What follows belongs to an exercise in optimizing a design on an open flow for small area and a short achievable clock period; a production flow would make more cautious choices. RTL that was checked went through simulation tests only; none was proved equivalent to the original. Power and IR drop assume default switching activity.

==> module magnitude, before the edit <==
module magnitude(voltage, clk, reset, pre_last, sel, cv_x, cv_t, cv_u, amp_t, amp_u, dc_offset);
input reset;
input [11:0] voltage;
input clk;
input pre_last;
input sel;
output [11:0] cv_x;
input [2:0] cv_t;
input [3:0] cv_u;
output reg [2:0] amp_t;
output reg [3:0] amp_u;
output reg [11:0] dc_offset;
reg [11:0] max;
reg [11:0] min;
reg [19:0] T;
function lt12(input [11:0] a, input [11:0] b);
	integer i;
	reg l;
	begin
		l = 1'b0;
		for (i = 0; i < 12; i = i + 1)
			l = (~a[i] & b[i]) | (~(a[i] ^ b[i]) & l);
		lt12 = l;
	end
endfunction
function [12:0] add12(input [11:0] a, input [11:0] b, input ci);
	integer i;
	reg c;
	begin
		c = ci;
		for (i = 0; i < 12; i = i + 1) begin
			add12[i] = a[i] ^ b[i] ^ c;
			c = (a[i] & b[i]) | (c & (a[i] ^ b[i]));
		end
		add12[12] = c;
	end
endfunction
localparam [19:0] T0 = 20'd1;
localparam [19:0] TPRE = 20'hA278F;
reg wend;
wire [12:0] sum = add12(max, min, 1'b0);
wire [12:0] dif = add12(max, ~min, 1'b1);
assign cv_x = sel ? dc_offset : dif[11:0];
always @(posedge clk)
if (reset) begin
	amp_t <= 3'd0;
	amp_u <= 4'd0;
	max <= 12'd0;
	min <= 12'hFFF;
	dc_offset <= 12'd0;
	T <= T0;
	wend <= 1'b0;
end else begin
	wend <= (T == TPRE);
	dc_offset <= sum[12:1];
	if (wend) begin
		amp_t <= 3'd0;
		amp_u <= 4'd0;
		max <= 12'd0;
		min <= 12'hFFF;
		T <= T0;
	end else begin
		if (~sel) begin
			amp_t <= cv_t;
			amp_u <= cv_u;
		end
		if (lt12(max, voltage)) max <= voltage;
		if (lt12(voltage, min)) min <= voltage;
		T <= {T[18:0], T[19] ^ T[16]};
	end
end
endmodule
clock: 110.0 ns
lec_check: 0
abc_area: 1
cap_margin: 20
core_margin: 2
core_utilization: 40
slew_margin: 20
run.sh (not shown) runs the stock make flow with config.mk's settings and CLKGATE_MAP_FILE= SYNTH_SCRIPT=/design/flow/synth_recipe.tcl, a recipe that flattens the netlist after the stock synthesis.
Edit:
--- a/flow/design.v
+++ b/flow/design.v
@@ -92,12 +92,12 @@
 		end
 		add12[12] = c;
 	end
 endfunction
 localparam [19:0] T0 = 20'd1;
-localparam [19:0] TPRE = 20'hA278F;
-reg wend;
+localparam [19:0] TEND = 20'h44F1F;
+wire wend = (T == TEND);
 wire [12:0] sum = add12(max, min, 1'b0);
 wire [12:0] dif = add12(max, ~min, 1'b1);
 assign cv_x = sel ? dc_offset : dif[11:0];
 always @(posedge clk)
 if (reset) begin
@@ -105,13 +105,11 @@
 	amp_u <= 4'd0;
 	max <= 12'd0;
 	min <= 12'hFFF;
 	dc_offset <= 12'd0;
 	T <= T0;
-	wend <= 1'b0;
 end else begin
-	wend <= (T == TPRE);
 	dc_offset <= sum[12:1];
 	if (wend) begin
 		amp_t <= 3'd0;
 		amp_u <= 4'd0;
 		max <= 12'd0;
After rerunning:
- The new run produced a clean layout
- cell area barely changes
- power is higher by 0.80%
- first-iteration DRC count is lower by 10%
- non-clock buffer count shrinks by 1
- wire length barely changes
- final cell count falls by 1.1%
- combinational power barely changes
- synthesized area is lower by 0.38%
The RTL of the second run of this note was laid out without a check of its function.


adc_to_vga, a different RTL version from the one above (not shown whole).
Size in the first run: about 1,700 cells after synthesis, roughly 210 flip-flops, about 35 I/O pins, ~13,000 sq um of cells after synthesis.
==> module frequency, before the edit <==
module frequency(clk, reset, data, mean, f_th, f_h, f_t, f_u);
	input clk;
	input reset;
	input [11:0] mean;
	input [11:0] data;
	output [2:0] f_th;
	output [3:0] f_h, f_t, f_u;
	reg [1:0] mode;
	reg [16:0] e;
	reg [4:0] aux;
	reg [16:0] R;
	reg [4:0] s;
	reg [14:0] Q;
	reg [14:0] fout;
	assign f_th = fout[14:12];
	assign f_h = fout[11:8];
	assign f_t = fout[7:4];
	assign f_u = fout[3:0];
	function lt12(input [11:0] a, input [11:0] b);
		integer i;
		reg l;
		begin
			l = 1'b0;
			for (i = 0; i < 12; i = i + 1)
				l = (~a[i] & b[i]) | (~(a[i] ^ b[i]) & l);
			lt12 = l;
		end
	endfunction
	function [17:0] inc17(input [16:0] x, input ci);
		integer i;
		reg c;
		begin
			c = ci;
			for (i = 0; i < 17; i = i + 1) begin
				inc17[i] = x[i] ^ c;
				c = c & x[i];
			end
			inc17[17] = c;
		end
	endfunction
	function [18:0] sub18(input [17:0] a, input [17:0] b);
		integer i;
		reg c;
		begin
			c = 1'b0;
			for (i = 0; i < 18; i = i + 1) begin
				sub18[i] = a[i] ^ ~b[i] ^ c;
				c = (a[i] & ~b[i]) | (c & (a[i] ^ ~b[i]));
			end
			sub18[18] = c;
		end
	endfunction
	wire lt = lt12(data, mean);
	wire eq = (data == mean);
	wire gt = ~lt & ~eq;
	wire xing = gt & ~mode[0];
	wire inc = (lt & ~mode[1]) | (gt & mode[0]);
	wire sat = e[16] & e[15] & ~e[14] & e[13];
	wire busy = ~(s[4] & s[0]);    
	wire last = s[4] & ~s[0];
	wire [17:0] e1x = inc17(e, ~busy & inc & ~sat);
	wire [16:0] e1 = e1x[16:0];
	wire [17:0] a1x = inc17({12'd0, aux}, inc);
	wire [4:0] aux1 = a1x[4:0];
	reg nb;
	always @(*) begin
		case (s)
			5'd0, 5'd1, 5'd6, 5'd7, 5'd9, 5'd11: nb = 1'b1;
			default: nb = 1'b0;
		endcase
	end
	wire [17:0] rs = {R, nb};
	wire [18:0] dfx = sub18(rs, {1'b0, e});
	wire [17:0] df = dfx[17:0];
	wire ge = dfx[18];
	function [3:0] adj(input [3:0] d);
		case (d)
			4'd5: adj = 4'd8;
			4'd6: adj = 4'd9;
			4'd7: adj = 4'd10;
			4'd8: adj = 4'd11;
			4'd9: adj = 4'd12;
			default: adj = d;
		endcase
	endfunction
	wire [3:0] au = adj(Q[3:0]);
	wire [3:0] at = adj(Q[7:4]);
	wire [3:0] ah = adj(Q[11:8]);
	wire [14:0] Qn = {Q[13:12], ah[3], ah[2:0], at[3], at[2:0], au[3], au[2:0], ge};
	wire qstep = (s >= 5'd5);
	always @(posedge clk) begin
		if (reset) begin
			mode <= 2'b00;
			e <= 17'h1FFFF;
			s <= 5'd17;
			Q <= 15'd0;
			fout <= 15'd0;
		end else begin
			if (xing) begin
				fout <= Q;
				Q <= 15'd0;
				R <= 17'd0;
				s <= 5'd0;
				aux <= 5'd0;
				mode <= 2'b11;
			end else begin
				if (gt & mode == 2'b11) mode <= 2'b01;
				if (lt & mode == 2'b01) mode <= 2'b00;
				if (busy) begin
					R <= ge ? df[16:0] : rs[16:0];
					if (qstep) Q <= Qn;
					s <= s + 5'd1;   
					aux <= aux1;
					if (last) e <= {12'd0, aux1};
				end
				if (~last) e <= e1;
			end
		end
	end
endmodule
clock: 110.0 ns
lec_check: 0
abc_area: 1
cap_margin: 20
core_margin: 2
core_utilization: 40
slew_margin: 20
Edit:
--- a/flow/design.v
+++ b/flow/design.v
@@ -279,12 +279,12 @@
 				aux <= 5'd0;
 				mode <= 2'b11;
 			end else begin
 				if (gt & mode == 2'b11) mode <= 2'b01;
 				if (lt & mode == 2'b01) mode <= 2'b00;
+				R <= ge ? df[16:0] : rs[16:0];    
 				if (busy) begin
-					R <= ge ? df[16:0] : rs[16:0];
 					if (qstep) Q <= Qn;
 					s <= s + 5'd1;   
 					aux <= aux1;
 					if (last) e <= {12'd0, aux1};
 				end
What happened:
- The new run finished with timing, DRC and antenna clean
- design area stays flat
- area after synthesis rose by 0.91%
- total power fell by 39%
- global-route usage stays flat
- sequential share of layout area is about the same
- routed wire length grows by 0.53%
- setup slack degrades by 0.055 ns
- via count hardly moves
Function not checked in the second run of this note: the RTL went through the layout flow alone.

-- re-timing with driven ports --
In the flow no input, the clock included, has a driving cell. The finished layouts below were timed again as built, in two steps.
Step 1, drivers: a clkbuf_16 drives clock and a buf_2 each remaining input, both assumed.
Step 2 moves the port delays by t, midway between the first and last clock arrival at a register: inputs arrive t later, outputs are due t later. That takes back most of the time a late clock gives input paths.
Slacks: no drivers / after step 1 / after step 2; pairs: no drivers / after step 1.
run | t, ns | setup slack, ns | pins driven straight from the clock port
the first run of note 1 | 0.569 | 86.346 / 86.354 / 85.806 | 1
the second run of note 1 | 0.564 | 85.458 / 85.489 / 84.925 | 1
the first run of note 2 | 0.564 | 86.378 / 86.331 / 86.274 | 1
the second run of note 2 | 0.560 | 86.323 / 86.274 / 85.992 | 1
After both steps every run listed still meets setup and hold. The setup slack of the first run of note 1, which loses most, moves by +0.008 ns with the drivers and by -0.540 ns with both steps.
